Background: an optimization exercise with open tools, aiming at small area, a short achievable clock period and few clock cycles. Do not read the settings as production practice.
At most, simulation tests tie the RTL to the original design; equivalence was not proved.
For run 1, only the layout was checked, not whether the RTL still works.

## flow/design.v (module list and top-level ports; edited modules follow where they fit)
// module dual_port_RAM_0: 14 lines
// module row_pass: 243 lines
// module col_pass: 252 lines
// module M2: 255 lines
module M2 (
	input  logic        Clock_50,
	input  logic        Resetn,
	input  logic [15:0] SRAM_read_data,
	input  logic        M2_start,
	output logic        SRAM_we_n,
	output logic        M2_done,
	output logic [15:0] SRAM_write_data,
	output logic [17:0] SRAM_address
);
  // ...
==> flow/flow/run.sh <==
#!/bin/bash
# The standard layout, with timing repair aiming at 8.5 ns of setup slack
# instead of 0.  The clock period and constraints are the standard flow's.
set -euo pipefail
bash standard.sh SETUP_SLACK_MARGIN=8.5 finish > standard.log 2>&1
==> flow/standard.sh <==
#!/bin/bash
# synth_recipe.tcl (not shown) runs the flow's synth.tcl, then flattens the netlist and writes it again
# the make line also repeats each setting of config.mk as NAME=value (left out here)
make -C /OpenROAD-flow-scripts/flow DESIGN_CONFIG=/design/flow/config.mk WORK_HOME=/design/flow/orfs CLKGATE_MAP_FILE= SYNTH_SCRIPT=/design/flow/synth_recipe.tcl "${@:-finish}"
==> flow/config.mk <==
export PLATFORM = sky130hd
export DESIGN_NAME = M2
export DESIGN_NICKNAME = M2
export VERILOG_FILES = /design/flow/design.v
export SDC_FILE = /design/flow/constraint.sdc
export NUM_CORES = 8
export LEC_CHECK = 0
export CAP_MARGIN = 20
export CORE_MARGIN = 2
export CORE_UTILIZATION = 40
export SLEW_MARGIN = 20
export SYNTH_MEMORY_MAX_BITS = 4096
==> flow/constraint.sdc <==
create_clock -name core_clock -period 12.0 [get_ports {Clock_50}]
set_input_delay 2.4000 -clock core_clock [delete_from_list [all_inputs] [get_ports {Clock_50}]]
set_output_delay 2.4000 -clock core_clock [all_outputs]
set_load 0.01 [all_outputs]
==> flow_metrics.py, run 1 <==
metrics = {
    "cells_and_area": {
        "signal_buffers": 625,
        "regMostFlops": "tbuf.mem",
        "clkCellAreaFrac": 0.06032,
        "fillers": 32680,
        "syn_to_final_growth_pct": 17.88,
    },
    "clocking": {
        "cts_resized": 729,
        "h-tree-depth": 5,
        "cts_tree": "done",
        "hold_buffers": 0,
    },
    "synthesis": {
        "synth_cells": 11650,
        "synth_most_common_cell": "edfxtp_1",
        "yosysWarnings": 26,
        "synthSimpleGateAreaFrac": 0.06994,
        "yosys.area.top_type": "edfxtp_1",
        "synth_cell_types": 99,
        "synth_top_family_by_area": "adder cells",
        "synth_area_mm2": 0.1512,
        "synthAdderAreaFrac": 0.1797,
    },
    "critical_path": {
        "crit_fanout": 7,
        "reg2reg_to": "cpass.rb[3][31]$_SDFF_PP1_",
        "reg2reg_depth": 19,
        "crit_top_cell": "buf_12",
        "critPathCapture": "cpass.rb[3][31]$_SDFF_PP1_",
    },
    "floorplan": {
        "die_y_um": 618.8,
    },
    "sta": {
        "finalCritPeriodShare": 0.3495,
    },
    "drt": {
        "drt-met1-wl_um": 176900,
        "ant_nets": 0,
        "vias": 93660,
        "met2_wirelength_um": 204300,
        "wirelength_um": 424300,
    },
    "global_routing": {
        "grtUsageMet2": 0.3616,
        "use_met1": 0.2902,
    },
    "place": {
        "pre_cts_slack_ps": 6197,
    },
    "run_status": {
        "status": "complete, no violations",
    },
}
==> module row_pass, before the edit <==
module row_pass (input logic clk, input logic [15:0] x, input logic [3:0] p0,
  output logic [29:0] ra0, ra1, ra2, ra3, rb0, rb1, rb2, rb3);
function automatic logic [59:0] csa(input logic [29:0] a, b, c);
  logic [29:0] s, cy; s = a ^ b ^ c; cy = ((a & b) | (a & c) | (b & c)) << 1; csa = {s, cy};
endfunction
function automatic logic [29:0] add30(input logic [29:0] a, b, input logic ci);
  logic [29:0] g, p, G, P, Gn, Pn;
  g = a & b; p = a ^ b; g[0] = g[0] | (p[0] & ci); G = g; P = p;
  Gn = G; Pn = P;
  Gn[1] = G[1] | (P[1] & G[0]); Pn[1] = P[1] & P[0];
  Gn[3] = G[3] | (P[3] & G[2]); Pn[3] = P[3] & P[2];
  Gn[5] = G[5] | (P[5] & G[4]); Pn[5] = P[5] & P[4];
  Gn[7] = G[7] | (P[7] & G[6]); Pn[7] = P[7] & P[6];
  Gn[9] = G[9] | (P[9] & G[8]); Pn[9] = P[9] & P[8];
  Gn[11] = G[11] | (P[11] & G[10]); Pn[11] = P[11] & P[10];
  Gn[13] = G[13] | (P[13] & G[12]); Pn[13] = P[13] & P[12];
  Gn[15] = G[15] | (P[15] & G[14]); Pn[15] = P[15] & P[14];
  Gn[17] = G[17] | (P[17] & G[16]); Pn[17] = P[17] & P[16];
  Gn[19] = G[19] | (P[19] & G[18]); Pn[19] = P[19] & P[18];
  Gn[21] = G[21] | (P[21] & G[20]); Pn[21] = P[21] & P[20];
  Gn[23] = G[23] | (P[23] & G[22]); Pn[23] = P[23] & P[22];
  Gn[25] = G[25] | (P[25] & G[24]); Pn[25] = P[25] & P[24];
  Gn[27] = G[27] | (P[27] & G[26]); Pn[27] = P[27] & P[26];
  Gn[29] = G[29] | (P[29] & G[28]); Pn[29] = P[29] & P[28];
  G = Gn; P = Pn;
  Gn = G; Pn = P;
  Gn[2] = G[2] | (P[2] & G[1]); Pn[2] = P[2] & P[1];
  Gn[3] = G[3] | (P[3] & G[1]); Pn[3] = P[3] & P[1];
  Gn[6] = G[6] | (P[6] & G[5]); Pn[6] = P[6] & P[5];
  Gn[7] = G[7] | (P[7] & G[5]); Pn[7] = P[7] & P[5];
  Gn[10] = G[10] | (P[10] & G[9]); Pn[10] = P[10] & P[9];
  Gn[11] = G[11] | (P[11] & G[9]); Pn[11] = P[11] & P[9];
  Gn[14] = G[14] | (P[14] & G[13]); Pn[14] = P[14] & P[13];
  Gn[15] = G[15] | (P[15] & G[13]); Pn[15] = P[15] & P[13];
  Gn[18] = G[18] | (P[18] & G[17]); Pn[18] = P[18] & P[17];
  Gn[19] = G[19] | (P[19] & G[17]); Pn[19] = P[19] & P[17];
  Gn[22] = G[22] | (P[22] & G[21]); Pn[22] = P[22] & P[21];
  Gn[23] = G[23] | (P[23] & G[21]); Pn[23] = P[23] & P[21];
  Gn[26] = G[26] | (P[26] & G[25]); Pn[26] = P[26] & P[25];
  Gn[27] = G[27] | (P[27] & G[25]); Pn[27] = P[27] & P[25];
  G = Gn; P = Pn;
  Gn = G; Pn = P;
  Gn[4] = G[4] | (P[4] & G[3]); Pn[4] = P[4] & P[3];
  Gn[5] = G[5] | (P[5] & G[3]); Pn[5] = P[5] & P[3];
  Gn[6] = G[6] | (P[6] & G[3]); Pn[6] = P[6] & P[3];
  Gn[7] = G[7] | (P[7] & G[3]); Pn[7] = P[7] & P[3];
  Gn[12] = G[12] | (P[12] & G[11]); Pn[12] = P[12] & P[11];
  Gn[13] = G[13] | (P[13] & G[11]); Pn[13] = P[13] & P[11];
  Gn[14] = G[14] | (P[14] & G[11]); Pn[14] = P[14] & P[11];
  Gn[15] = G[15] | (P[15] & G[11]); Pn[15] = P[15] & P[11];
  Gn[20] = G[20] | (P[20] & G[19]); Pn[20] = P[20] & P[19];
  Gn[21] = G[21] | (P[21] & G[19]); Pn[21] = P[21] & P[19];
  Gn[22] = G[22] | (P[22] & G[19]); Pn[22] = P[22] & P[19];
  Gn[23] = G[23] | (P[23] & G[19]); Pn[23] = P[23] & P[19];
  Gn[28] = G[28] | (P[28] & G[27]); Pn[28] = P[28] & P[27];
  Gn[29] = G[29] | (P[29] & G[27]); Pn[29] = P[29] & P[27];
  G = Gn; P = Pn;
  Gn = G; Pn = P;
  Gn[8] = G[8] | (P[8] & G[7]); Pn[8] = P[8] & P[7];
  Gn[9] = G[9] | (P[9] & G[7]); Pn[9] = P[9] & P[7];
  Gn[10] = G[10] | (P[10] & G[7]); Pn[10] = P[10] & P[7];
  Gn[11] = G[11] | (P[11] & G[7]); Pn[11] = P[11] & P[7];
  Gn[12] = G[12] | (P[12] & G[7]); Pn[12] = P[12] & P[7];
  Gn[13] = G[13] | (P[13] & G[7]); Pn[13] = P[13] & P[7];
  Gn[14] = G[14] | (P[14] & G[7]); Pn[14] = P[14] & P[7];
  Gn[15] = G[15] | (P[15] & G[7]); Pn[15] = P[15] & P[7];
  Gn[24] = G[24] | (P[24] & G[23]); Pn[24] = P[24] & P[23];
  Gn[25] = G[25] | (P[25] & G[23]); Pn[25] = P[25] & P[23];
  Gn[26] = G[26] | (P[26] & G[23]); Pn[26] = P[26] & P[23];
  Gn[27] = G[27] | (P[27] & G[23]); Pn[27] = P[27] & P[23];
  Gn[28] = G[28] | (P[28] & G[23]); Pn[28] = P[28] & P[23];
  Gn[29] = G[29] | (P[29] & G[23]); Pn[29] = P[29] & P[23];
  G = Gn; P = Pn;
  Gn = G; Pn = P;
  Gn[16] = G[16] | (P[16] & G[15]); Pn[16] = P[16] & P[15];
  Gn[17] = G[17] | (P[17] & G[15]); Pn[17] = P[17] & P[15];
  Gn[18] = G[18] | (P[18] & G[15]); Pn[18] = P[18] & P[15];
  Gn[19] = G[19] | (P[19] & G[15]); Pn[19] = P[19] & P[15];
  Gn[20] = G[20] | (P[20] & G[15]); Pn[20] = P[20] & P[15];
  Gn[21] = G[21] | (P[21] & G[15]); Pn[21] = P[21] & P[15];
  Gn[22] = G[22] | (P[22] & G[15]); Pn[22] = P[22] & P[15];
  Gn[23] = G[23] | (P[23] & G[15]); Pn[23] = P[23] & P[15];
  Gn[24] = G[24] | (P[24] & G[15]); Pn[24] = P[24] & P[15];
  Gn[25] = G[25] | (P[25] & G[15]); Pn[25] = P[25] & P[15];
  Gn[26] = G[26] | (P[26] & G[15]); Pn[26] = P[26] & P[15];
  Gn[27] = G[27] | (P[27] & G[15]); Pn[27] = P[27] & P[15];
  Gn[28] = G[28] | (P[28] & G[15]); Pn[28] = P[28] & P[15];
  Gn[29] = G[29] | (P[29] & G[15]); Pn[29] = P[29] & P[15];
  G = Gn; P = Pn;
  add30 = p ^ {G[28:0], ci};
endfunction
logic [1:0] sel0; logic sg0;
always_ff @(posedge clk) case (p0)
  4'd0: begin sel0 <= 2'd0; sg0 <= 1'b0; end
  4'd1: begin sel0 <= 2'd0; sg0 <= 1'b1; end
  4'd3: begin sel0 <= 2'd0; sg0 <= 1'b1; end
  4'd4: begin sel0 <= 2'd1; sg0 <= 1'b0; end
  4'd6: begin sel0 <= 2'd0; sg0 <= 1'b1; end
  4'd7: begin sel0 <= 2'd1; sg0 <= 1'b1; end
  4'd9: begin sel0 <= 2'd2; sg0 <= 1'b0; end
  4'd10: begin sel0 <= 2'd2; sg0 <= 1'b0; end
  default: begin sel0 <= 2'd3; sg0 <= 1'b0; end
endcase
logic [15:0] yu0; assign yu0 = (x ^ {16{sg0}}) ^ {1'b1, 15'd0};
logic [29:0] Y0; assign Y0 = 30'(yu0);
logic [29:0] r0 [0:4];
assign r0[0] = (sel0==2'd0 ? (Y0 << 11) : sel0==2'd1 ? (Y0 << 11) : sel0==2'd2 ? (Y0 << 11) : 30'd0);
assign r0[1] = (sel0==2'd0 ? (30'({~yu0, 5'd0})) : sel0==2'd1 ? (30'({~yu0, 7'd0})) : sel0==2'd2 ? (30'({~yu0, 9'd0})) : 30'd0);
assign r0[2] = (sel0==2'd0 ? (30'({~yu0, 3'd0})) : sel0==2'd1 ? (30'({~yu0, 5'd0})) : sel0==2'd2 ? (30'({~yu0, 7'd0})) : 30'd0);
assign r0[3] = (sel0==2'd0 ? 30'd0 : sel0==2'd1 ? (Y0 << 2) : sel0==2'd2 ? (Y0 << 5) : 30'd0);
assign r0[4] = (sel0==2'd0 ? 30'd0 : sel0==2'd1 ? 30'd0 : sel0==2'd2 ? (Y0 << 3) : 30'd0);
logic [29:0] t0_0s, t0_0c; assign {t0_0s, t0_0c} = csa(r0[0], r0[1], r0[2]);
logic [29:0] t0_1s, t0_1c; assign {t0_1s, t0_1c} = csa(t0_0s, t0_0c, r0[3]);
logic [29:0] t0_2s, t0_2c; assign {t0_2s, t0_2c} = csa(t0_1s, t0_1c, r0[4]);
logic [29:0] ps0, pc0; always_ff @(posedge clk) begin ps0 <= t0_2s; pc0 <= t0_2c; end
logic [1:0] sel1; logic sg1;
always_ff @(posedge clk) case (p0)
  4'd0: begin sel1 <= 2'd0; sg1 <= 1'b0; end
  4'd1: begin sel1 <= 2'd0; sg1 <= 1'b0; end
  4'd3: begin sel1 <= 2'd0; sg1 <= 1'b0; end
  4'd4: begin sel1 <= 2'd1; sg1 <= 1'b0; end
  4'd6: begin sel1 <= 2'd0; sg1 <= 1'b0; end
  4'd7: begin sel1 <= 2'd1; sg1 <= 1'b1; end
  4'd9: begin sel1 <= 2'd2; sg1 <= 1'b0; end
  4'd10: begin sel1 <= 2'd2; sg1 <= 1'b1; end
  default: begin sel1 <= 2'd3; sg1 <= 1'b0; end
endcase
logic [15:0] yu1; assign yu1 = (x ^ {16{sg1}}) ^ {1'b1, 15'd0};
logic [29:0] Y1; assign Y1 = 30'(yu1);
logic [29:0] r1 [0:5];
assign r1[0] = (sel1==2'd0 ? (Y1 << 11) : sel1==2'd1 ? (Y1 << 10) : sel1==2'd2 ? (Y1 << 11) : 30'd0);
assign r1[1] = (sel1==2'd0 ? (30'({~yu1, 9'd0})) : sel1==2'd1 ? (30'({~yu1, 8'd0})) : sel1==2'd2 ? (30'({~yu1, 9'd0})) : 30'd0);
assign r1[2] = (sel1==2'd0 ? (Y1 << 7) : sel1==2'd1 ? (Y1 << 4) : sel1==2'd2 ? (30'({~yu1, 7'd0})) : 30'd0);
assign r1[3] = (sel1==2'd0 ? (Y1 << 5) : sel1==2'd1 ? ({14'd0, ~yu1}) : sel1==2'd2 ? (Y1 << 5) : 30'd0);
assign r1[4] = (sel1==2'd0 ? (Y1 << 3) : sel1==2'd1 ? 30'd0 : sel1==2'd2 ? (Y1 << 3) : 30'd0);
assign r1[5] = (sel1==2'd0 ? (30'({~yu1, 1'd0})) : sel1==2'd1 ? 30'd0 : sel1==2'd2 ? 30'd0 : 30'd0);
logic [29:0] t1_0s, t1_0c; assign {t1_0s, t1_0c} = csa(r1[0], r1[1], r1[2]);
logic [29:0] t1_1s, t1_1c; assign {t1_1s, t1_1c} = csa(r1[3], r1[4], r1[5]);
logic [29:0] t1_2s, t1_2c; assign {t1_2s, t1_2c} = csa(t1_0s, t1_0c, t1_1s);
logic [29:0] t1_3s, t1_3c; assign {t1_3s, t1_3c} = csa(t1_2s, t1_2c, t1_1c);
logic [29:0] ps1, pc1; always_ff @(posedge clk) begin ps1 <= t1_3s; pc1 <= t1_3c; end
logic [1:0] sel2; logic sg2;
always_ff @(posedge clk) case (p0)
  4'd0: begin sel2 <= 2'd0; sg2 <= 1'b0; end
  4'd1: begin sel2 <= 2'd0; sg2 <= 1'b1; end
  4'd3: begin sel2 <= 2'd0; sg2 <= 1'b0; end
  4'd4: begin sel2 <= 2'd1; sg2 <= 1'b1; end
  4'd6: begin sel2 <= 2'd0; sg2 <= 1'b1; end
  4'd7: begin sel2 <= 2'd1; sg2 <= 1'b0; end
  4'd9: begin sel2 <= 2'd2; sg2 <= 1'b0; end
  4'd10: begin sel2 <= 2'd2; sg2 <= 1'b1; end
  default: begin sel2 <= 2'd3; sg2 <= 1'b0; end
endcase
logic [15:0] yu2; assign yu2 = (x ^ {16{sg2}}) ^ {1'b1, 15'd0};
logic [29:0] Y2; assign Y2 = 30'(yu2);
logic [29:0] r2 [0:4];
assign r2[0] = (sel2==2'd0 ? (Y2 << 10) : sel2==2'd1 ? (Y2 << 10) : sel2==2'd2 ? (Y2 << 11) : 30'd0);
assign r2[1] = (sel2==2'd0 ? (Y2 << 7) : sel2==2'd1 ? (30'({~yu2, 8'd0})) : sel2==2'd2 ? (30'({~yu2, 9'd0})) : 30'd0);
assign r2[2] = (sel2==2'd0 ? (30'({~yu2, 4'd0})) : sel2==2'd1 ? (Y2 << 4) : sel2==2'd2 ? (30'({~yu2, 7'd0})) : 30'd0);
assign r2[3] = (sel2==2'd0 ? (Y2 << 0) : sel2==2'd1 ? ({14'd0, ~yu2}) : sel2==2'd2 ? (Y2 << 5) : 30'd0);
assign r2[4] = (sel2==2'd0 ? 30'd0 : sel2==2'd1 ? 30'd0 : sel2==2'd2 ? (Y2 << 3) : 30'd0);
logic [29:0] t2_0s, t2_0c; assign {t2_0s, t2_0c} = csa(r2[0], r2[1], r2[2]);
logic [29:0] t2_1s, t2_1c; assign {t2_1s, t2_1c} = csa(t2_0s, t2_0c, r2[3]);
logic [29:0] t2_2s, t2_2c; assign {t2_2s, t2_2c} = csa(t2_1s, t2_1c, r2[4]);
logic [29:0] ps2, pc2; always_ff @(posedge clk) begin ps2 <= t2_2s; pc2 <= t2_2c; end
logic [1:0] sel3; logic sg3;
always_ff @(posedge clk) case (p0)
  4'd0: begin sel3 <= 2'd0; sg3 <= 1'b0; end
  4'd1: begin sel3 <= 2'd0; sg3 <= 1'b1; end
  4'd3: begin sel3 <= 2'd0; sg3 <= 1'b0; end
  4'd4: begin sel3 <= 2'd1; sg3 <= 1'b1; end
  4'd6: begin sel3 <= 2'd0; sg3 <= 1'b0; end
  4'd7: begin sel3 <= 2'd1; sg3 <= 1'b0; end
  4'd9: begin sel3 <= 2'd2; sg3 <= 1'b0; end
  4'd10: begin sel3 <= 2'd2; sg3 <= 1'b0; end
  default: begin sel3 <= 2'd3; sg3 <= 1'b0; end
endcase
logic [15:0] yu3; assign yu3 = (x ^ {16{sg3}}) ^ {1'b1, 15'd0};
logic [29:0] Y3; assign Y3 = 30'(yu3);
logic [29:0] r3 [0:4];
assign r3[0] = (sel3==2'd0 ? (Y3 << 9) : sel3==2'd1 ? (Y3 << 11) : sel3==2'd2 ? (Y3 << 11) : 30'd0);
assign r3[1] = (sel3==2'd0 ? (30'({~yu3, 7'd0})) : sel3==2'd1 ? (30'({~yu3, 7'd0})) : sel3==2'd2 ? (30'({~yu3, 9'd0})) : 30'd0);
assign r3[2] = (sel3==2'd0 ? (Y3 << 4) : sel3==2'd1 ? (30'({~yu3, 5'd0})) : sel3==2'd2 ? (30'({~yu3, 7'd0})) : 30'd0);
assign r3[3] = (sel3==2'd0 ? ({14'd0, ~yu3}) : sel3==2'd1 ? (Y3 << 2) : sel3==2'd2 ? (Y3 << 5) : 30'd0);
assign r3[4] = (sel3==2'd0 ? 30'd0 : sel3==2'd1 ? 30'd0 : sel3==2'd2 ? (Y3 << 3) : 30'd0);
logic [29:0] t3_0s, t3_0c; assign {t3_0s, t3_0c} = csa(r3[0], r3[1], r3[2]);
logic [29:0] t3_1s, t3_1c; assign {t3_1s, t3_1c} = csa(t3_0s, t3_0c, r3[3]);
logic [29:0] t3_2s, t3_2c; assign {t3_2s, t3_2c} = csa(t3_1s, t3_1c, r3[4]);
logic [29:0] ps3, pc3; always_ff @(posedge clk) begin ps3 <= t3_2s; pc3 <= t3_2c; end
logic [3:0] p1; always_ff @(posedge clk) p1 <= p0;
logic nb, ld; always_ff @(posedge clk) begin ld <= (p1 == 4'd11); case (p1)
  4'd0: nb <= 1'b1;
  4'd1: nb <= 1'b1;
  4'd3: nb <= 1'b1;
  4'd4: nb <= 1'b0;
  4'd6: nb <= 1'b1;
  4'd7: nb <= 1'b0;
  4'd9: nb <= 1'b0;
  4'd10: nb <= 1'b0;
  default: nb <= 1'b0;
endcase end
logic [29:0] ra [0:3]; logic [29:0] rb [0:3];
logic [29:0] ua0p, ua0s, ua0c;
assign ua0p = ra[2];
assign ua0s = ua0p ^ ps0 ^ pc0; assign ua0c = {((ua0p & ps0) | (ua0p & pc0) | (ps0 & pc0)), 1'b0};
always_ff @(posedge clk) ra[0] <= ld ? 30'd562275392 : add30(ua0s, ua0c, 1'b0);
logic [29:0] ub0p, ub0x, ub0y, ub0s, ub0c;
assign ub0p = rb[2];
assign ub0x = ps0 ^ {30{nb}}; assign ub0y = pc0 ^ {30{nb}};
assign ub0s = ub0p ^ ub0x ^ ub0y; assign ub0c = {((ub0p & ub0x) | (ub0p & ub0y) | (ub0x & ub0y)), 1'b0};
always_ff @(posedge clk) rb[0] <= ld ? 30'd997688098 : add30(ub0s, ub0c, 1'b0);
logic [29:0] ua1p, ua1s, ua1c;
assign ua1p = ra[0];
assign ua1s = ua1p ^ ps1 ^ pc1; assign ua1c = {((ua1p & ps1) | (ua1p & pc1) | (ps1 & pc1)), 1'b0};
always_ff @(posedge clk) ra[1] <= ld ? 30'd562274328 : add30(ua1s, ua1c, 1'b0);
logic [29:0] ub1p, ub1x, ub1y, ub1s, ub1c;
assign ub1p = rb[0];
assign ub1x = ps1 ^ {30{nb}}; assign ub1y = pc1 ^ {30{nb}};
assign ub1s = ub1p ^ ub1x ^ ub1y; assign ub1c = {((ub1p & ub1x) | (ub1p & ub1y) | (ub1x & ub1y)), 1'b0};
always_ff @(posedge clk) rb[1] <= ld ? 30'd997687832 : add30(ub1s, ub1c, 1'b0);
logic [29:0] ua2p, ua2s, ua2c;
assign ua2p = ra[3];
assign ua2s = ua2p ^ ps2 ^ pc2; assign ua2c = {((ua2p & ps2) | (ua2p & pc2) | (ps2 & pc2)), 1'b0};
always_ff @(posedge clk) ra[2] <= ld ? 30'd562268508 : add30(ua2s, ua2c, 1'b0);
logic [29:0] ub2p, ub2x, ub2y, ub2s, ub2c;
assign ub2p = rb[3];
assign ub2x = ps2 ^ {30{nb}}; assign ub2y = pc2 ^ {30{nb}};
assign ub2s = ub2p ^ ub2x ^ ub2y; assign ub2c = {((ub2p & ub2x) | (ub2p & ub2y) | (ub2x & ub2y)), 1'b0};
always_ff @(posedge clk) rb[2] <= ld ? 30'd997688302 : add30(ub2s, ub2c, 1'b0);
logic [29:0] ua3p, ua3s, ua3c;
assign ua3p = ra[1];
assign ua3s = ua3p ^ ps3 ^ pc3; assign ua3c = {((ua3p & ps3) | (ua3p & pc3) | (ps3 & pc3)), 1'b0};
always_ff @(posedge clk) ra[3] <= ld ? 30'd562272747 : add30(ua3s, ua3c, 1'b0);
logic [29:0] ub3p, ub3x, ub3y, ub3s, ub3c;
assign ub3p = rb[1];
assign ub3x = ps3 ^ {30{nb}}; assign ub3y = pc3 ^ {30{nb}};
assign ub3s = ub3p ^ ub3x ^ ub3y; assign ub3c = {((ub3p & ub3x) | (ub3p & ub3y) | (ub3x & ub3y)), 1'b0};
always_ff @(posedge clk) rb[3] <= ld ? 30'd997688525 : add30(ub3s, ub3c, 1'b0);
assign ra0 = ra[0]; assign rb0 = rb[0];
assign ra1 = ra[1]; assign rb1 = rb[1];
assign ra2 = ra[2]; assign rb2 = rb[2];
assign ra3 = ra[3]; assign rb3 = rb[3];
endmodule
==> inputs of run 2 (changes only) <==
--- a/flow/design.v
+++ b/flow/design.v
@@ -355,6 +355,7 @@
   G = Gn; P = Pn;
   add30 = p ^ {G[28:0], ci};
 endfunction
+logic [17:0] x3; assign x3 = {{2{x[15]}}, x} + {x[15], x, 1'b0};
 logic [1:0] sel0; logic sg0;
 always_ff @(posedge clk) case (p0)
   4'd0: begin sel0 <= 2'd0; sg0 <= 1'b0; end
@@ -368,17 +369,15 @@
   default: begin sel0 <= 2'd3; sg0 <= 1'b0; end
 endcase
 logic [15:0] yu0; assign yu0 = (x ^ {16{sg0}}) ^ {1'b1, 15'd0};
-logic [29:0] Y0; assign Y0 = 30'(yu0);
-logic [29:0] r0 [0:4];
-assign r0[0] = (sel0==2'd0 ? (Y0 << 11) : sel0==2'd1 ? (Y0 << 11) : sel0==2'd2 ? (Y0 << 11) : 30'd0);
-assign r0[1] = (sel0==2'd0 ? (30'({~yu0, 5'd0})) : sel0==2'd1 ? (30'({~yu0, 7'd0})) : sel0==2'd2 ? (30'({~yu0, 9'd0})) : 30'd0);
-assign r0[2] = (sel0==2'd0 ? (30'({~yu0, 3'd0})) : sel0==2'd1 ? (30'({~yu0, 5'd0})) : sel0==2'd2 ? (30'({~yu0, 7'd0})) : 30'd0);
-assign r0[3] = (sel0==2'd0 ? 30'd0 : sel0==2'd1 ? (Y0 << 2) : sel0==2'd2 ? (Y0 << 5) : 30'd0);
-assign r0[4] = (sel0==2'd0 ? 30'd0 : sel0==2'd1 ? 30'd0 : sel0==2'd2 ? (Y0 << 3) : 30'd0);
+logic [17:0] zu0; assign zu0 = (x3 ^ {18{sg0}}) ^ {1'b1, 17'd0};
+logic [29:0] r0 [0:3];
+assign r0[0] = (sel0==2'd0 ? (30'({yu0, 11'd0})) : sel0==2'd1 ? (30'({yu0, 11'd0})) : sel0==2'd2 ? (30'({zu0, 9'd0})) : 30'd0);
+assign r0[1] = (sel0==2'd0 ? (30'({~zu0, 4'd0})) : sel0==2'd1 ? (30'({~zu0, 6'd0})) : sel0==2'd2 ? (30'({~zu0, 5'd0})) : 30'd0);
+assign r0[2] = (sel0==2'd0 ? (30'({yu0, 3'd0})) : sel0==2'd1 ? (30'({yu0, 5'd0})) : sel0==2'd2 ? (30'({yu0, 3'd0})) : 30'd0);
+assign r0[3] = (sel0==2'd0 ? 30'd0 : sel0==2'd1 ? (30'({yu0, 2'd0})) : sel0==2'd2 ? 30'd0 : 30'd0);
 logic [29:0] t0_0s, t0_0c; assign {t0_0s, t0_0c} = csa(r0[0], r0[1], r0[2]);
 logic [29:0] t0_1s, t0_1c; assign {t0_1s, t0_1c} = csa(t0_0s, t0_0c, r0[3]);
-logic [29:0] t0_2s, t0_2c; assign {t0_2s, t0_2c} = csa(t0_1s, t0_1c, r0[4]);
-logic [29:0] ps0, pc0; always_ff @(posedge clk) begin ps0 <= t0_2s; pc0 <= t0_2c; end
+logic [29:0] ps0, pc0; always_ff @(posedge clk) begin ps0 <= t0_1s; pc0 <= t0_1c; end
 logic [1:0] sel1; logic sg1;
 always_ff @(posedge clk) case (p0)
   4'd0: begin sel1 <= 2'd0; sg1 <= 1'b0; end
@@ -392,19 +391,15 @@
   default: begin sel1 <= 2'd3; sg1 <= 1'b0; end
 endcase
 logic [15:0] yu1; assign yu1 = (x ^ {16{sg1}}) ^ {1'b1, 15'd0};
-logic [29:0] Y1; assign Y1 = 30'(yu1);
-logic [29:0] r1 [0:5];
-assign r1[0] = (sel1==2'd0 ? (Y1 << 11) : sel1==2'd1 ? (Y1 << 10) : sel1==2'd2 ? (Y1 << 11) : 30'd0);
-assign r1[1] = (sel1==2'd0 ? (30'({~yu1, 9'd0})) : sel1==2'd1 ? (30'({~yu1, 8'd0})) : sel1==2'd2 ? (30'({~yu1, 9'd0})) : 30'd0);
-assign r1[2] = (sel1==2'd0 ? (Y1 << 7) : sel1==2'd1 ? (Y1 << 4) : sel1==2'd2 ? (30'({~yu1, 7'd0})) : 30'd0);
-assign r1[3] = (sel1==2'd0 ? (Y1 << 5) : sel1==2'd1 ? ({14'd0, ~yu1}) : sel1==2'd2 ? (Y1 << 5) : 30'd0);
-assign r1[4] = (sel1==2'd0 ? (Y1 << 3) : sel1==2'd1 ? 30'd0 : sel1==2'd2 ? (Y1 << 3) : 30'd0);
-assign r1[5] = (sel1==2'd0 ? (30'({~yu1, 1'd0})) : sel1==2'd1 ? 30'd0 : sel1==2'd2 ? 30'd0 : 30'd0);
+logic [17:0] zu1; assign zu1 = (x3 ^ {18{sg1}}) ^ {1'b1, 17'd0};
+logic [29:0] r1 [0:3];
+assign r1[0] = (sel1==2'd0 ? (30'({zu1, 9'd0})) : sel1==2'd1 ? (30'({zu1, 8'd0})) : sel1==2'd2 ? (30'({zu1, 9'd0})) : 30'd0);
+assign r1[1] = (sel1==2'd0 ? (30'({yu1, 7'd0})) : sel1==2'd1 ? (30'({yu1, 4'd0})) : sel1==2'd2 ? (30'({~zu1, 5'd0})) : 30'd0);
+assign r1[2] = (sel1==2'd0 ? (30'({yu1, 5'd0})) : sel1==2'd1 ? ({14'd0, ~yu1}) : sel1==2'd2 ? (30'({yu1, 3'd0})) : 30'd0);
+assign r1[3] = (sel1==2'd0 ? (30'({zu1, 1'd0})) : sel1==2'd1 ? 30'd0 : sel1==2'd2 ? 30'd0 : 30'd0);
 logic [29:0] t1_0s, t1_0c; assign {t1_0s, t1_0c} = csa(r1[0], r1[1], r1[2]);
-logic [29:0] t1_1s, t1_1c; assign {t1_1s, t1_1c} = csa(r1[3], r1[4], r1[5]);
-logic [29:0] t1_2s, t1_2c; assign {t1_2s, t1_2c} = csa(t1_0s, t1_0c, t1_1s);
-logic [29:0] t1_3s, t1_3c; assign {t1_3s, t1_3c} = csa(t1_2s, t1_2c, t1_1c);
-logic [29:0] ps1, pc1; always_ff @(posedge clk) begin ps1 <= t1_3s; pc1 <= t1_3c; end
+logic [29:0] t1_1s, t1_1c; assign {t1_1s, t1_1c} = csa(t1_0s, t1_0c, r1[3]);
+logic [29:0] ps1, pc1; always_ff @(posedge clk) begin ps1 <= t1_1s; pc1 <= t1_1c; end
 logic [1:0] sel2; logic sg2;
 always_ff @(posedge clk) case (p0)
   4'd0: begin sel2 <= 2'd0; sg2 <= 1'b0; end
@@ -418,17 +413,15 @@
   default: begin sel2 <= 2'd3; sg2 <= 1'b0; end
 endcase
 logic [15:0] yu2; assign yu2 = (x ^ {16{sg2}}) ^ {1'b1, 15'd0};
-logic [29:0] Y2; assign Y2 = 30'(yu2);
-logic [29:0] r2 [0:4];
-assign r2[0] = (sel2==2'd0 ? (Y2 << 10) : sel2==2'd1 ? (Y2 << 10) : sel2==2'd2 ? (Y2 << 11) : 30'd0);
-assign r2[1] = (sel2==2'd0 ? (Y2 << 7) : sel2==2'd1 ? (30'({~yu2, 8'd0})) : sel2==2'd2 ? (30'({~yu2, 9'd0})) : 30'd0);
-assign r2[2] = (sel2==2'd0 ? (30'({~yu2, 4'd0})) : sel2==2'd1 ? (Y2 << 4) : sel2==2'd2 ? (30'({~yu2, 7'd0})) : 30'd0);
-assign r2[3] = (sel2==2'd0 ? (Y2 << 0) : sel2==2'd1 ? ({14'd0, ~yu2}) : sel2==2'd2 ? (Y2 << 5) : 30'd0);
-assign r2[4] = (sel2==2'd0 ? 30'd0 : sel2==2'd1 ? 30'd0 : sel2==2'd2 ? (Y2 << 3) : 30'd0);
+logic [17:0] zu2; assign zu2 = (x3 ^ {18{sg2}}) ^ {1'b1, 17'd0};
+logic [29:0] r2 [0:3];
+assign r2[0] = (sel2==2'd0 ? (30'({yu2, 10'd0})) : sel2==2'd1 ? (30'({zu2, 8'd0})) : sel2==2'd2 ? (30'({zu2, 9'd0})) : 30'd0);
+assign r2[1] = (sel2==2'd0 ? (30'({zu2, 5'd0})) : sel2==2'd1 ? (30'({yu2, 4'd0})) : sel2==2'd2 ? (30'({~zu2, 5'd0})) : 30'd0);
+assign r2[2] = (sel2==2'd0 ? (30'({yu2, 4'd0})) : sel2==2'd1 ? ({14'd0, ~yu2}) : sel2==2'd2 ? (30'({yu2, 3'd0})) : 30'd0);
+assign r2[3] = (sel2==2'd0 ? (30'(yu2)) : sel2==2'd1 ? 30'd0 : sel2==2'd2 ? 30'd0 : 30'd0);
 logic [29:0] t2_0s, t2_0c; assign {t2_0s, t2_0c} = csa(r2[0], r2[1], r2[2]);
 logic [29:0] t2_1s, t2_1c; assign {t2_1s, t2_1c} = csa(t2_0s, t2_0c, r2[3]);
-logic [29:0] t2_2s, t2_2c; assign {t2_2s, t2_2c} = csa(t2_1s, t2_1c, r2[4]);
-logic [29:0] ps2, pc2; always_ff @(posedge clk) begin ps2 <= t2_2s; pc2 <= t2_2c; end
+logic [29:0] ps2, pc2; always_ff @(posedge clk) begin ps2 <= t2_1s; pc2 <= t2_1c; end
 logic [1:0] sel3; logic sg3;
 always_ff @(posedge clk) case (p0)
   4'd0: begin sel3 <= 2'd0; sg3 <= 1'b0; end
@@ -442,66 +435,58 @@
   default: begin sel3 <= 2'd3; sg3 <= 1'b0; end
 endcase
 logic [15:0] yu3; assign yu3 = (x ^ {16{sg3}}) ^ {1'b1, 15'd0};
-logic [29:0] Y3; assign Y3 = 30'(yu3);
-logic [29:0] r3 [0:4];
-assign r3[0] = (sel3==2'd0 ? (Y3 << 9) : sel3==2'd1 ? (Y3 << 11) : sel3==2'd2 ? (Y3 << 11) : 30'd0);
-assign r3[1] = (sel3==2'd0 ? (30'({~yu3, 7'd0})) : sel3==2'd1 ? (30'({~yu3, 7'd0})) : sel3==2'd2 ? (30'({~yu3, 9'd0})) : 30'd0);
-assign r3[2] = (sel3==2'd0 ? (Y3 << 4) : sel3==2'd1 ? (30'({~yu3, 5'd0})) : sel3==2'd2 ? (30'({~yu3, 7'd0})) : 30'd0);
-assign r3[3] = (sel3==2'd0 ? ({14'd0, ~yu3}) : sel3==2'd1 ? (Y3 << 2) : sel3==2'd2 ? (Y3 << 5) : 30'd0);
-assign r3[4] = (sel3==2'd0 ? 30'd0 : sel3==2'd1 ? 30'd0 : sel3==2'd2 ? (Y3 << 3) : 30'd0);
+logic [17:0] zu3; assign zu3 = (x3 ^ {18{sg3}}) ^ {1'b1, 17'd0};
+logic [29:0] r3 [0:3];
+assign r3[0] = (sel3==2'd0 ? (30'({zu3, 7'd0})) : sel3==2'd1 ? (30'({yu3, 11'd0})) : sel3==2'd2 ? (30'({zu3, 9'd0})) : 30'd0);
+assign r3[1] = (sel3==2'd0 ? (30'({yu3, 4'd0})) : sel3==2'd1 ? (30'({~zu3, 6'd0})) : sel3==2'd2 ? (30'({~zu3, 5'd0})) : 30'd0);
+assign r3[2] = (sel3==2'd0 ? ({14'd0, ~yu3}) : sel3==2'd1 ? (30'({yu3, 5'd0})) : sel3==2'd2 ? (30'({yu3, 3'd0})) : 30'd0);
+assign r3[3] = (sel3==2'd0 ? 30'd0 : sel3==2'd1 ? (30'({yu3, 2'd0})) : sel3==2'd2 ? 30'd0 : 30'd0);
 logic [29:0] t3_0s, t3_0c; assign {t3_0s, t3_0c} = csa(r3[0], r3[1], r3[2]);
 logic [29:0] t3_1s, t3_1c; assign {t3_1s, t3_1c} = csa(t3_0s, t3_0c, r3[3]);
-logic [29:0] t3_2s, t3_2c; assign {t3_2s, t3_2c} = csa(t3_1s, t3_1c, r3[4]);
-logic [29:0] ps3, pc3; always_ff @(posedge clk) begin ps3 <= t3_2s; pc3 <= t3_2c; end
+logic [29:0] ps3, pc3; always_ff @(posedge clk) begin ps3 <= t3_1s; pc3 <= t3_1c; end
 logic [3:0] p1; always_ff @(posedge clk) p1 <= p0;
-logic nb, ld; always_ff @(posedge clk) begin ld <= (p1 == 4'd11); case (p1)
-  4'd0: nb <= 1'b1;
-  4'd1: nb <= 1'b1;
-  4'd3: nb <= 1'b1;
-  4'd4: nb <= 1'b0;
-  4'd6: nb <= 1'b1;
-  4'd7: nb <= 1'b0;
-  4'd9: nb <= 1'b0;
-  4'd10: nb <= 1'b0;
-  default: nb <= 1'b0;
+logic xb, ld; always_ff @(posedge clk) begin ld <= (p1 == 4'd11); case (p1)
+  4'd1: xb <= 1'b1;
+  4'd2: xb <= 1'b1;
+  4'd3: xb <= 1'b1;
+  4'd5: xb <= 1'b1;
+  4'd6: xb <= 1'b1;
+  4'd11: xb <= 1'b1;
+  default: xb <= 1'b0;
 endcase end
 logic [29:0] ra [0:3]; logic [29:0] rb [0:3];
 logic [29:0] ua0p, ua0s, ua0c;
 assign ua0p = ra[2];
 assign ua0s = ua0p ^ ps0 ^ pc0; assign ua0c = {((ua0p & ps0) | (ua0p & pc0) | (ps0 & pc0)), 1'b0};
-always_ff @(posedge clk) ra[0] <= ld ? 30'd562275392 : add30(ua0s, ua0c, 1'b0);
-logic [29:0] ub0p, ub0x, ub0y, ub0s, ub0c;
+always_ff @(posedge clk) ra[0] <= ld ? 30'd622106390 : add30(ua0s, ua0c, 1'b0);
+logic [29:0] ub0p, ub0s, ub0c;
 assign ub0p = rb[2];
-assign ub0x = ps0 ^ {30{nb}}; assign ub0y = pc0 ^ {30{nb}};
-assign ub0s = ub0p ^ ub0x ^ ub0y; assign ub0c = {((ub0p & ub0x) | (ub0p & ub0y) | (ub0x & ub0y)), 1'b0};
-always_ff @(posedge clk) rb[0] <= ld ? 30'd997688098 : add30(ub0s, ub0c, 1'b0);
+assign ub0s = ub0p ^ ps0 ^ pc0; assign ub0c = {((ub0p & ps0) | (ub0p & pc0) | (ps0 & pc0)), 1'b0};
+always_ff @(posedge clk) rb[0] <= ld ? 30'd56197755 : (add30(ub0s, ub0c, 1'b0) ^ {30{xb}});
 logic [29:0] ua1p, ua1s, ua1c;
 assign ua1p = ra[0];
 assign ua1s = ua1p ^ ps1 ^ pc1; assign ua1c = {((ua1p & ps1) | (ua1p & pc1) | (ps1 & pc1)), 1'b0};
-always_ff @(posedge clk) ra[1] <= ld ? 30'd562274328 : add30(ua1s, ua1c, 1'b0);
-logic [29:0] ub1p, ub1x, ub1y, ub1s, ub1c;
+always_ff @(posedge clk) ra[1] <= ld ? 30'd622106030 : add30(ua1s, ua1c, 1'b0);
+logic [29:0] ub1p, ub1s, ub1c;
 assign ub1p = rb[0];
-assign ub1x = ps1 ^ {30{nb}}; assign ub1y = pc1 ^ {30{nb}};
-assign ub1s = ub1p ^ ub1x ^ ub1y; assign ub1c = {((ub1p & ub1x) | (ub1p & ub1y) | (ub1x & ub1y)), 1'b0};
-always_ff @(posedge clk) rb[1] <= ld ? 30'd997687832 : add30(ub1s, ub1c, 1'b0);
+assign ub1s = ub1p ^ ps1 ^ pc1; assign ub1c = {((ub1p & ps1) | (ub1p & pc1) | (ps1 & pc1)), 1'b0};
+always_ff @(posedge clk) rb[1] <= ld ? 30'd56197829 : (add30(ub1s, ub1c, 1'b0) ^ {30{xb}});
 logic [29:0] ua2p, ua2s, ua2c;
 assign ua2p = ra[3];
 assign ua2s = ua2p ^ ps2 ^ pc2; assign ua2c = {((ua2p & ps2) | (ua2p & pc2) | (ps2 & pc2)), 1'b0};
-always_ff @(posedge clk) ra[2] <= ld ? 30'd562268508 : add30(ua2s, ua2c, 1'b0);
-logic [29:0] ub2p, ub2x, ub2y, ub2s, ub2c;
+always_ff @(posedge clk) ra[2] <= ld ? 30'd622100626 : add30(ua2s, ua2c, 1'b0);
+logic [29:0] ub2p, ub2s, ub2c;
 assign ub2p = rb[3];
-assign ub2x = ps2 ^ {30{nb}}; assign ub2y = pc2 ^ {30{nb}};
-assign ub2s = ub2p ^ ub2x ^ ub2y; assign ub2c = {((ub2p & ub2x) | (ub2p & ub2y) | (ub2x & ub2y)), 1'b0};
-always_ff @(posedge clk) rb[2] <= ld ? 30'd997688302 : add30(ub2s, ub2c, 1'b0);
+assign ub2s = ub2p ^ ps2 ^ pc2; assign ub2c = {((ub2p & ps2) | (ub2p & pc2) | (ps2 & pc2)), 1'b0};
+always_ff @(posedge clk) rb[2] <= ld ? 30'd56197007 : (add30(ub2s, ub2c, 1'b0) ^ {30{xb}});
 logic [29:0] ua3p, ua3s, ua3c;
 assign ua3p = ra[1];
 assign ua3s = ua3p ^ ps3 ^ pc3; assign ua3c = {((ua3p & ps3) | (ua3p & pc3) | (ps3 & pc3)), 1'b0};
-always_ff @(posedge clk) ra[3] <= ld ? 30'd562272747 : add30(ua3s, ua3c, 1'b0);
-logic [29:0] ub3p, ub3x, ub3y, ub3s, ub3c;
+always_ff @(posedge clk) ra[3] <= ld ? 30'd622103425 : add30(ua3s, ua3c, 1'b0);
+logic [29:0] ub3p, ub3s, ub3c;
 assign ub3p = rb[1];
-assign ub3x = ps3 ^ {30{nb}}; assign ub3y = pc3 ^ {30{nb}};
-assign ub3s = ub3p ^ ub3x ^ ub3y; assign ub3c = {((ub3p & ub3x) | (ub3p & ub3y) | (ub3x & ub3y)), 1'b0};
-always_ff @(posedge clk) rb[3] <= ld ? 30'd997688525 : add30(ub3s, ub3c, 1'b0);
+assign ub3s = ub3p ^ ps3 ^ pc3; assign ub3c = {((ub3p & ps3) | (ub3p & pc3) | (ps3 & pc3)), 1'b0};
+always_ff @(posedge clk) rb[3] <= ld ? 30'd56198288 : (add30(ub3s, ub3c, 1'b0) ^ {30{xb}});
 assign ra0 = ra[0]; assign rb0 = rb[0];
 assign ra1 = ra[1]; assign rb1 = rb[1];
 assign ra2 = ra[2]; assign rb2 = rb[2];
@@ -607,6 +592,7 @@
   G = Gn; P = Pn;
   add32 = p ^ {G[30:0], ci};
 endfunction
+logic [23:0] x3; assign x3 = {{2{x[21]}}, x} + {x[21], x, 1'b0};
 logic [1:0] sel0; logic sg0;
 always_ff @(posedge clk) case (p0)
   4'd0: begin sel0 <= 2'd0; sg0 <= 1'b0; end
@@ -620,17 +606,15 @@
   default: begin sel0 <= 2'd3; sg0 <= 1'b0; end
 endcase
 logic [21:0] yu0; assign yu0 = (x ^ {22{sg0}}) ^ {1'b1, 21'd0};
-logic [31:0] Y0; assign Y0 = 32'(yu0);
-logic [31:0] r0 [0:4];
-assign r0[0] = (sel0==2'd0 ? (Y0 << 11) : sel0==2'd1 ? (Y0 << 11) : sel0==2'd2 ? (Y0 << 11) : 32'd0);
-assign r0[1] = (sel0==2'd0 ? (32'({~yu0, 5'd0})) : sel0==2'd1 ? (32'({~yu0, 7'd0})) : sel0==2'd2 ? (32'({~yu0, 9'd0})) : 32'd0);
-assign r0[2] = (sel0==2'd0 ? (32'({~yu0, 3'd0})) : sel0==2'd1 ? (32'({~yu0, 5'd0})) : sel0==2'd2 ? (32'({~yu0, 7'd0})) : 32'd0);
-assign r0[3] = (sel0==2'd0 ? 32'd0 : sel0==2'd1 ? (Y0 << 2) : sel0==2'd2 ? (Y0 << 5) : 32'd0);
-assign r0[4] = (sel0==2'd0 ? 32'd0 : sel0==2'd1 ? 32'd0 : sel0==2'd2 ? (Y0 << 3) : 32'd0);
+logic [23:0] zu0; assign zu0 = (x3 ^ {24{sg0}}) ^ {1'b1, 23'd0};
+logic [31:0] r0 [0:3];
+assign r0[0] = (sel0==2'd0 ? (32'({yu0, 11'd0})) : sel0==2'd1 ? (32'({yu0, 11'd0})) : sel0==2'd2 ? (32'({zu0, 9'd0})) : 32'd0);
+assign r0[1] = (sel0==2'd0 ? (32'({~zu0, 4'd0})) : sel0==2'd1 ? (32'({~zu0, 6'd0})) : sel0==2'd2 ? (32'({~zu0, 5'd0})) : 32'd0);
+assign r0[2] = (sel0==2'd0 ? (32'({yu0, 3'd0})) : sel0==2'd1 ? (32'({yu0, 5'd0})) : sel0==2'd2 ? (32'({yu0, 3'd0})) : 32'd0);
+assign r0[3] = (sel0==2'd0 ? 32'd0 : sel0==2'd1 ? (32'({yu0, 2'd0})) : sel0==2'd2 ? 32'd0 : 32'd0);
 logic [31:0] t0_0s, t0_0c; assign {t0_0s, t0_0c} = csa(r0[0], r0[1], r0[2]);
 logic [31:0] t0_1s, t0_1c; assign {t0_1s, t0_1c} = csa(t0_0s, t0_0c, r0[3]);
-logic [31:0] t0_2s, t0_2c; assign {t0_2s, t0_2c} = csa(t0_1s, t0_1c, r0[4]);
-logic [31:0] ps0, pc0; always_ff @(posedge clk) begin ps0 <= t0_2s; pc0 <= t0_2c; end
+logic [31:0] ps0, pc0; always_ff @(posedge clk) begin ps0 <= t0_1s; pc0 <= t0_1c; end
 logic [1:0] sel1; logic sg1;
 always_ff @(posedge clk) case (p0)
   4'd0: begin sel1 <= 2'd0; sg1 <= 1'b0; end
@@ -644,19 +628,15 @@
   default: begin sel1 <= 2'd3; sg1 <= 1'b0; end
 endcase
 logic [21:0] yu1; assign yu1 = (x ^ {22{sg1}}) ^ {1'b1, 21'd0};
-logic [31:0] Y1; assign Y1 = 32'(yu1);
-logic [31:0] r1 [0:5];
-assign r1[0] = (sel1==2'd0 ? (Y1 << 11) : sel1==2'd1 ? (Y1 << 10) : sel1==2'd2 ? (Y1 << 11) : 32'd0);
-assign r1[1] = (sel1==2'd0 ? (32'({~yu1, 9'd0})) : sel1==2'd1 ? (32'({~yu1, 8'd0})) : sel1==2'd2 ? (32'({~yu1, 9'd0})) : 32'd0);
-assign r1[2] = (sel1==2'd0 ? (Y1 << 7) : sel1==2'd1 ? (Y1 << 4) : sel1==2'd2 ? (32'({~yu1, 7'd0})) : 32'd0);
-assign r1[3] = (sel1==2'd0 ? (Y1 << 5) : sel1==2'd1 ? ({10'd0, ~yu1}) : sel1==2'd2 ? (Y1 << 5) : 32'd0);
-assign r1[4] = (sel1==2'd0 ? (Y1 << 3) : sel1==2'd1 ? 32'd0 : sel1==2'd2 ? (Y1 << 3) : 32'd0);
-assign r1[5] = (sel1==2'd0 ? (32'({~yu1, 1'd0})) : sel1==2'd1 ? 32'd0 : sel1==2'd2 ? 32'd0 : 32'd0);
+logic [23:0] zu1; assign zu1 = (x3 ^ {24{sg1}}) ^ {1'b1, 23'd0};
+logic [31:0] r1 [0:3];
+assign r1[0] = (sel1==2'd0 ? (32'({zu1, 9'd0})) : sel1==2'd1 ? (32'({zu1, 8'd0})) : sel1==2'd2 ? (32'({zu1, 9'd0})) : 32'd0);
+assign r1[1] = (sel1==2'd0 ? (32'({yu1, 7'd0})) : sel1==2'd1 ? (32'({yu1, 4'd0})) : sel1==2'd2 ? (32'({~zu1, 5'd0})) : 32'd0);
+assign r1[2] = (sel1==2'd0 ? (32'({yu1, 5'd0})) : sel1==2'd1 ? ({10'd0, ~yu1}) : sel1==2'd2 ? (32'({yu1, 3'd0})) : 32'd0);
+assign r1[3] = (sel1==2'd0 ? (32'({zu1, 1'd0})) : sel1==2'd1 ? 32'd0 : sel1==2'd2 ? 32'd0 : 32'd0);
 logic [31:0] t1_0s, t1_0c; assign {t1_0s, t1_0c} = csa(r1[0], r1[1], r1[2]);
-logic [31:0] t1_1s, t1_1c; assign {t1_1s, t1_1c} = csa(r1[3], r1[4], r1[5]);
-logic [31:0] t1_2s, t1_2c; assign {t1_2s, t1_2c} = csa(t1_0s, t1_0c, t1_1s);
-logic [31:0] t1_3s, t1_3c; assign {t1_3s, t1_3c} = csa(t1_2s, t1_2c, t1_1c);
-logic [31:0] ps1, pc1; always_ff @(posedge clk) begin ps1 <= t1_3s; pc1 <= t1_3c; end
+logic [31:0] t1_1s, t1_1c; assign {t1_1s, t1_1c} = csa(t1_0s, t1_0c, r1[3]);
+logic [31:0] ps1, pc1; always_ff @(posedge clk) begin ps1 <= t1_1s; pc1 <= t1_1c; end
 logic [1:0] sel2; logic sg2;
 always_ff @(posedge clk) case (p0)
   4'd0: begin sel2 <= 2'd0; sg2 <= 1'b0; end
@@ -670,17 +650,15 @@
   default: begin sel2 <= 2'd3; sg2 <= 1'b0; end
 endcase
 logic [21:0] yu2; assign yu2 = (x ^ {22{sg2}}) ^ {1'b1, 21'd0};
-logic [31:0] Y2; assign Y2 = 32'(yu2);
-logic [31:0] r2 [0:4];
-assign r2[0] = (sel2==2'd0 ? (Y2 << 10) : sel2==2'd1 ? (Y2 << 10) : sel2==2'd2 ? (Y2 << 11) : 32'd0);
-assign r2[1] = (sel2==2'd0 ? (Y2 << 7) : sel2==2'd1 ? (32'({~yu2, 8'd0})) : sel2==2'd2 ? (32'({~yu2, 9'd0})) : 32'd0);
-assign r2[2] = (sel2==2'd0 ? (32'({~yu2, 4'd0})) : sel2==2'd1 ? (Y2 << 4) : sel2==2'd2 ? (32'({~yu2, 7'd0})) : 32'd0);
-assign r2[3] = (sel2==2'd0 ? (Y2 << 0) : sel2==2'd1 ? ({10'd0, ~yu2}) : sel2==2'd2 ? (Y2 << 5) : 32'd0);
-assign r2[4] = (sel2==2'd0 ? 32'd0 : sel2==2'd1 ? 32'd0 : sel2==2'd2 ? (Y2 << 3) : 32'd0);
+logic [23:0] zu2; assign zu2 = (x3 ^ {24{sg2}}) ^ {1'b1, 23'd0};
+logic [31:0] r2 [0:3];
+assign r2[0] = (sel2==2'd0 ? (32'({yu2, 10'd0})) : sel2==2'd1 ? (32'({zu2, 8'd0})) : sel2==2'd2 ? (32'({zu2, 9'd0})) : 32'd0);
+assign r2[1] = (sel2==2'd0 ? (32'({zu2, 5'd0})) : sel2==2'd1 ? (32'({yu2, 4'd0})) : sel2==2'd2 ? (32'({~zu2, 5'd0})) : 32'd0);
+assign r2[2] = (sel2==2'd0 ? (32'({yu2, 4'd0})) : sel2==2'd1 ? ({10'd0, ~yu2}) : sel2==2'd2 ? (32'({yu2, 3'd0})) : 32'd0);
+assign r2[3] = (sel2==2'd0 ? (32'(yu2)) : sel2==2'd1 ? 32'd0 : sel2==2'd2 ? 32'd0 : 32'd0);
 logic [31:0] t2_0s, t2_0c; assign {t2_0s, t2_0c} = csa(r2[0], r2[1], r2[2]);
 logic [31:0] t2_1s, t2_1c; assign {t2_1s, t2_1c} = csa(t2_0s, t2_0c, r2[3]);
-logic [31:0] t2_2s, t2_2c; assign {t2_2s, t2_2c} = csa(t2_1s, t2_1c, r2[4]);
-logic [31:0] ps2, pc2; always_ff @(posedge clk) begin ps2 <= t2_2s; pc2 <= t2_2c; end
+logic [31:0] ps2, pc2; always_ff @(posedge clk) begin ps2 <= t2_1s; pc2 <= t2_1c; end
 logic [1:0] sel3; logic sg3;
 always_ff @(posedge clk) case (p0)
   4'd0: begin sel3 <= 2'd0; sg3 <= 1'b0; end
@@ -694,66 +672,58 @@
   default: begin sel3 <= 2'd3; sg3 <= 1'b0; end
 endcase
 logic [21:0] yu3; assign yu3 = (x ^ {22{sg3}}) ^ {1'b1, 21'd0};
-logic [31:0] Y3; assign Y3 = 32'(yu3);
-logic [31:0] r3 [0:4];
-assign r3[0] = (sel3==2'd0 ? (Y3 << 9) : sel3==2'd1 ? (Y3 << 11) : sel3==2'd2 ? (Y3 << 11) : 32'd0);
-assign r3[1] = (sel3==2'd0 ? (32'({~yu3, 7'd0})) : sel3==2'd1 ? (32'({~yu3, 7'd0})) : sel3==2'd2 ? (32'({~yu3, 9'd0})) : 32'd0);
-assign r3[2] = (sel3==2'd0 ? (Y3 << 4) : sel3==2'd1 ? (32'({~yu3, 5'd0})) : sel3==2'd2 ? (32'({~yu3, 7'd0})) : 32'd0);
-assign r3[3] = (sel3==2'd0 ? ({10'd0, ~yu3}) : sel3==2'd1 ? (Y3 << 2) : sel3==2'd2 ? (Y3 << 5) : 32'd0);
-assign r3[4] = (sel3==2'd0 ? 32'd0 : sel3==2'd1 ? 32'd0 : sel3==2'd2 ? (Y3 << 3) : 32'd0);
+logic [23:0] zu3; assign zu3 = (x3 ^ {24{sg3}}) ^ {1'b1, 23'd0};
+logic [31:0] r3 [0:3];
+assign r3[0] = (sel3==2'd0 ? (32'({zu3, 7'd0})) : sel3==2'd1 ? (32'({yu3, 11'd0})) : sel3==2'd2 ? (32'({zu3, 9'd0})) : 32'd0);
+assign r3[1] = (sel3==2'd0 ? (32'({yu3, 4'd0})) : sel3==2'd1 ? (32'({~zu3, 6'd0})) : sel3==2'd2 ? (32'({~zu3, 5'd0})) : 32'd0);
+assign r3[2] = (sel3==2'd0 ? ({10'd0, ~yu3}) : sel3==2'd1 ? (32'({yu3, 5'd0})) : sel3==2'd2 ? (32'({yu3, 3'd0})) : 32'd0);
+assign r3[3] = (sel3==2'd0 ? 32'd0 : sel3==2'd1 ? (32'({yu3, 2'd0})) : sel3==2'd2 ? 32'd0 : 32'd0);
 logic [31:0] t3_0s, t3_0c; assign {t3_0s, t3_0c} = csa(r3[0], r3[1], r3[2]);
 logic [31:0] t3_1s, t3_1c; assign {t3_1s, t3_1c} = csa(t3_0s, t3_0c, r3[3]);
-logic [31:0] t3_2s, t3_2c; assign {t3_2s, t3_2c} = csa(t3_1s, t3_1c, r3[4]);
-logic [31:0] ps3, pc3; always_ff @(posedge clk) begin ps3 <= t3_2s; pc3 <= t3_2c; end
+logic [31:0] ps3, pc3; always_ff @(posedge clk) begin ps3 <= t3_1s; pc3 <= t3_1c; end
 logic [3:0] p1; always_ff @(posedge clk) p1 <= p0;
-logic nb, ld; always_ff @(posedge clk) begin ld <= (p1 == 4'd11); case (p1)
-  4'd0: nb <= 1'b1;
-  4'd1: nb <= 1'b1;
-  4'd3: nb <= 1'b1;
-  4'd4: nb <= 1'b0;
-  4'd6: nb <= 1'b1;
-  4'd7: nb <= 1'b0;
-  4'd9: nb <= 1'b0;
-  4'd10: nb <= 1'b0;
-  default: nb <= 1'b0;
+logic xb, ld; always_ff @(posedge clk) begin ld <= (p1 == 4'd11); case (p1)
+  4'd1: xb <= 1'b1;
+  4'd2: xb <= 1'b1;
+  4'd3: xb <= 1'b1;
+  4'd5: xb <= 1'b1;
+  4'd6: xb <= 1'b1;
+  4'd11: xb <= 1'b1;
+  default: xb <= 1'b0;
 endcase end
 logic [31:0] ra [0:3]; logic [31:0] rb [0:3];
 logic [31:0] ua0p, ua0s, ua0c;
 assign ua0p = ra[2];
 assign ua0s = ua0p ^ ps0 ^ pc0; assign ua0c = {((ua0p & ps0) | (ua0p & pc0) | (ps0 & pc0)), 1'b0};
-always_ff @(posedge clk) ra[0] <= ld ? 32'd1625302080 : add32(ua0s, ua0c, 1'b0);
-logic [31:0] ub0p, ub0x, ub0y, ub0s, ub0c;
+always_ff @(posedge clk) ra[0] <= ld ? 32'd1159730966 : add32(ua0s, ua0c, 1'b0);
+logic [31:0] ub0p, ub0s, ub0c;
 assign ub0p = rb[2];
-assign ub0x = ps0 ^ {32{nb}}; assign ub0y = pc0 ^ {32{nb}};
-assign ub0s = ub0p ^ ub0x ^ ub0y; assign ub0c = {((ub0p & ub0x) | (ub0p & ub0y) | (ub0x & ub0y)), 1'b0};
-always_ff @(posedge clk) rb[0] <= ld ? 32'd3722445602 : add32(ub0s, ub0c, 1'b0);
+assign ub0s = ub0p ^ ps0 ^ pc0; assign ub0c = {((ub0p & ps0) | (ub0p & pc0) | (ps0 & pc0)), 1'b0};
+always_ff @(posedge clk) rb[0] <= ld ? 32'd3596616315 : (add32(ub0s, ub0c, 1'b0) ^ {32{xb}});
 logic [31:0] ua1p, ua1s, ua1c;
 assign ua1p = ra[0];
 assign ua1s = ua1p ^ ps1 ^ pc1; assign ua1c = {((ua1p & ps1) | (ua1p & pc1) | (ps1 & pc1)), 1'b0};
-always_ff @(posedge clk) ra[1] <= ld ? 32'd1625301016 : add32(ua1s, ua1c, 1'b0);
-logic [31:0] ub1p, ub1x, ub1y, ub1s, ub1c;
+always_ff @(posedge clk) ra[1] <= ld ? 32'd1159730606 : add32(ua1s, ua1c, 1'b0);
+logic [31:0] ub1p, ub1s, ub1c;
 assign ub1p = rb[0];
-assign ub1x = ps1 ^ {32{nb}}; assign ub1y = pc1 ^ {32{nb}};
-assign ub1s = ub1p ^ ub1x ^ ub1y; assign ub1c = {((ub1p & ub1x) | (ub1p & ub1y) | (ub1x & ub1y)), 1'b0};
-always_ff @(posedge clk) rb[1] <= ld ? 32'd3722445336 : add32(ub1s, ub1c, 1'b0);
+assign ub1s = ub1p ^ ps1 ^ pc1; assign ub1c = {((ub1p & ps1) | (ub1p & pc1) | (ps1 & pc1)), 1'b0};
+always_ff @(posedge clk) rb[1] <= ld ? 32'd3596616389 : (add32(ub1s, ub1c, 1'b0) ^ {32{xb}});
 logic [31:0] ua2p, ua2s, ua2c;
 assign ua2p = ra[3];
 assign ua2s = ua2p ^ ps2 ^ pc2; assign ua2c = {((ua2p & ps2) | (ua2p & pc2) | (ps2 & pc2)), 1'b0};
-always_ff @(posedge clk) ra[2] <= ld ? 32'd1625295196 : add32(ua2s, ua2c, 1'b0);
-logic [31:0] ub2p, ub2x, ub2y, ub2s, ub2c;
+always_ff @(posedge clk) ra[2] <= ld ? 32'd1159725202 : add32(ua2s, ua2c, 1'b0);
+logic [31:0] ub2p, ub2s, ub2c;
 assign ub2p = rb[3];
-assign ub2x = ps2 ^ {32{nb}}; assign ub2y = pc2 ^ {32{nb}};
-assign ub2s = ub2p ^ ub2x ^ ub2y; assign ub2c = {((ub2p & ub2x) | (ub2p & ub2y) | (ub2x & ub2y)), 1'b0};
-always_ff @(posedge clk) rb[2] <= ld ? 32'd3722445806 : add32(ub2s, ub2c, 1'b0);
+assign ub2s = ub2p ^ ps2 ^ pc2; assign ub2c = {((ub2p & ps2) | (ub2p & pc2) | (ps2 & pc2)), 1'b0};
+always_ff @(posedge clk) rb[2] <= ld ? 32'd3596615567 : (add32(ub2s, ub2c, 1'b0) ^ {32{xb}});
 logic [31:0] ua3p, ua3s, ua3c;
 assign ua3p = ra[1];
 assign ua3s = ua3p ^ ps3 ^ pc3; assign ua3c = {((ua3p & ps3) | (ua3p & pc3) | (ps3 & pc3)), 1'b0};
-always_ff @(posedge clk) ra[3] <= ld ? 32'd1625299435 : add32(ua3s, ua3c, 1'b0);
-logic [31:0] ub3p, ub3x, ub3y, ub3s, ub3c;
+always_ff @(posedge clk) ra[3] <= ld ? 32'd1159728001 : add32(ua3s, ua3c, 1'b0);
+logic [31:0] ub3p, ub3s, ub3c;
 assign ub3p = rb[1];
-assign ub3x = ps3 ^ {32{nb}}; assign ub3y = pc3 ^ {32{nb}};
-assign ub3s = ub3p ^ ub3x ^ ub3y; assign ub3c = {((ub3p & ub3x) | (ub3p & ub3y) | (ub3x & ub3y)), 1'b0};
-always_ff @(posedge clk) rb[3] <= ld ? 32'd3722446029 : add32(ub3s, ub3c, 1'b0);
+assign ub3s = ub3p ^ ps3 ^ pc3; assign ub3c = {((ub3p & ps3) | (ub3p & pc3) | (ps3 & pc3)), 1'b0};
+always_ff @(posedge clk) rb[3] <= ld ? 32'd3596616848 : (add32(ub3s, ub3c, 1'b0) ^ {32{xb}});
 assign ra0 = ra[0]; assign rb0 = rb[0];
 assign ra1 = ra[1]; assign rb1 = rb[1];
 assign ra2 = ra[2]; assign rb2 = rb[2];
==> flow/flow/run.sh (replaced) <==
#!/bin/bash
# The standard layout, with timing repair aiming at 8 ns of setup slack
# instead of 0.  The clock period and constraints are the standard flow's.
set -euo pipefail
bash standard.sh SETUP_SLACK_MARGIN=8 finish > standard.log 2>&1
--- a/flow/config.mk
+++ b/flow/config.mk
@@ -8,5 +8,6 @@
 export CAP_MARGIN = 20
 export CORE_MARGIN = 2
 export CORE_UTILIZATION = 40
+export CTS_BUF_LIST = sky130_fd_sc_hd__clkbuf_4 sky130_fd_sc_hd__clkbuf_8
 export SLEW_MARGIN = 20
 export SYNTH_MEMORY_MAX_BITS = 4096
==> run 2 against run 1 <==
Utilization fell by 1.7 points; synthesized cell count down 4.4%; setup slack improved by 35 ps; die area down 3.2%; cell area decreased by 6.3%; area after synthesis down 3.2%; register-to-register slack better by 40 ps; critical endpoint is now cpass.ps0[19]$_DFF_P_; highest routed layer is now met5.
==> flow_metrics.py, run 2 <==
metrics = {
    "sta": {
        "finalCritPeriodShare": 0.3465,
        "tightest_slew_ps": 1229,
        "final_hold_viol_count": 0,
        "slew_headroom": 0.1803,
        "skew_ps": 107.4,
    },
    "drt": {
        "drc": 0,
        "vias": 90960,
        "ant_nets": 0,
        "wirelength_um": 408300,
    },
    "synthesis": {
        "synth_cell_types": 107,
        "synth_most_common_cell": "edfxtp_1",
        "synthAdderAreaFrac": 0.1612,
        "synthSimpleGateAreaFrac": 0.06995,
        "synth.area.top_cells": "edfxtp_1, dfxtp_1, fa_1, mux4_2, ha_1",
        "synthXorXnorAreaFrac": 0.06715,
        "synth_common_cells": "edfxtp_1, dfxtp_1, nor2_1",
        "synth-edff-count": 1622,
        "yosysWarnings": 26,
        "synth-seq-area-share": 0.5173,
        "synth_cells": 11140,
        "yosys.area.top_type": "edfxtp_1",
        "synth_top_family_by_area": "adder cells",
        "synth_area_mm2": 0.1464,
        "synth-compound-area-share": 0.07403,
    },
    "floorplan": {
        "die_y_um": 609.0,
        "core_area_mm2": 0.3650,
        "ios": 55,
    },
    "critical_path": {
        "cp_slowest_stage_delay_ps": 570,
        "reg2reg_depth": 17,
        "reg2reg_to": "cpass.ps0[19]$_DFF_P_",
        "critPathCapture": "cpass.ps0[19]$_DFF_P_",
        "crit_fanout": 4,
        "crit_top_cell": "a21oi_4",
        "cp_data_arrival_time_ps": 5250,
        "regToRegStartpoint": "cx[4]$_DFF_P_",
    },
    "clocking": {
        "clk_latency_ps": 1200,
        "hold_buffers": 0,
        "clock_path_buffers": 4,
        "cts_tree": "done",
        "h-tree-depth": 6,
        "path_clk_slew_ps": 60,
    },
    "cells_and_area": {
        "regMostFlops": "tbuf.mem",
        "syn_to_final_growth_pct": 14.08,
        "layout_common_cells": "edfxtp_1, dfxtp_1, nor2_1",
        "drive_gt1_frac": 0.2010,
    },
    "run_status": {
        "status": "complete, no violations",
    },
    "global_routing": {
        "track_usage": 0.2169,
        "grt_max_degree": 154,
    },
}
==> run 2: cell count changes after synthesis, sizes merged, moves of 59 or more <==
cell,delta
fa,-172
nor2b,-64
inv,-415
o22ai,+59
xor2,-110
xnor2,+81
==> run 2: kinds of logic (layout without fill, tap and decap cells) <==
family / count (synthesis) / count (layout)
AOI/OAI and AO/OA: 1688 / 1688
buffers and inverters: 913 / 1664
adders and majority gates: 1451 / 1451
and+or+nand+nor: 2366 / 2367
other: 1 / 15
DFF: 2932 / 2932
xor gates and xnor gates: 1117 / 1117
muxes: 671 / 671
==> run 2: how the worst min path moves through the flow <==
stage / slack, ps / from / end
global route: 410 / ev[7][1]$_DFFE_PP_ / wb[7][9]$_DFFE_PP_
CTS: 410 / ev[7][1]$_DFFE_PP_ / wb[7][9]$_DFFE_PP_
floorplan: 330 / cm1$_DFF_PN0_ / col_odd$_DFF_PN0_
global placement: 400 / rpass.ra[2][1]$_SDFF_PP1_ / rpass.ra[0][1]$_SDFF_PP1_
finish: 410 / ev[7][1]$_DFFE_PP_ / wb[7][9]$_DFFE_PP_
detailed placement: 400 / rpass.ra[2][1]$_SDFF_PP1_ / rpass.ra[0][1]$_SDFF_PP1_
==> run 2: cell type report <==
cell class,count,area (um2)
fill,32520,198000
sequential,2932,75940
multi-input combinational,7304,69790
clock buffer,745,9196
tap,4816,6026
timing repair buffer,365,3164
clock inverter,170,1441
inverter,384,1441
antenna,5,12.51
==> run 2: metal layers <==
| metal | GRT usage | wire length (um) | up-vias |
|---|---|---|---|
| met1 | 0.3065 | 180200 | 46350 |
| met2 | 0.3481 | 190500 | 3263 |
| met3 | 0.03053 | 26050 | 697 |
| li1 | - | - | 40650 |
| met4 | 0.06292 | 11480 | 10 |
| met5 | 0 | 80 | - |
==> run 2: stage by stage <==
stage                     setup slack, ps
after global routing                 7696
after global placement               6888
final                                7841
after detailed placement             6906
after floorplan                      8000
after CTS                            7714
==> run 2: repair_timing <==
item	CTS	global route
resized for setup	415	230
pin swaps	69	113
gates cloned	2	0
endpoints found under the setup margin	448	280
setup buffers	71	76
==> run 2: critical path, delay by kind of cell, from the launching register on <==
family,cells,cell delay (ps)
flops,1,350
buf+inv,4,520
compound gates,8,1620
fa+ha+maj,3,1310
xor+xnor,2,290
Testbench counts of run 2, summed over its fixed seeds: cycles 1,383,204.

[port drivers added, routing unchanged]
Ports are ideal in the flow. The routed layouts listed here were re-timed in OpenROAD. Step 1: set_driving_cell puts a clkbuf_16 on Clock_50 and a buf_2 on each other input, an assumption about the parent block. Step 2 also shifts input and output timing later by t, the mid clock arrival at the registers, as if the neighbouring blocks saw the same clock. a / b / c = ideal / step 1 / step 2; a / b = the first two.
run | shift t [ns] | setup slack, ns
run 1 | 1.018 | 7.806 / 7.806 / 7.806
run 2 | 1.245 | 7.841 / 7.754 / 7.793
After both steps every run listed still meets setup and hold. Setup slack includes reset recovery checks.
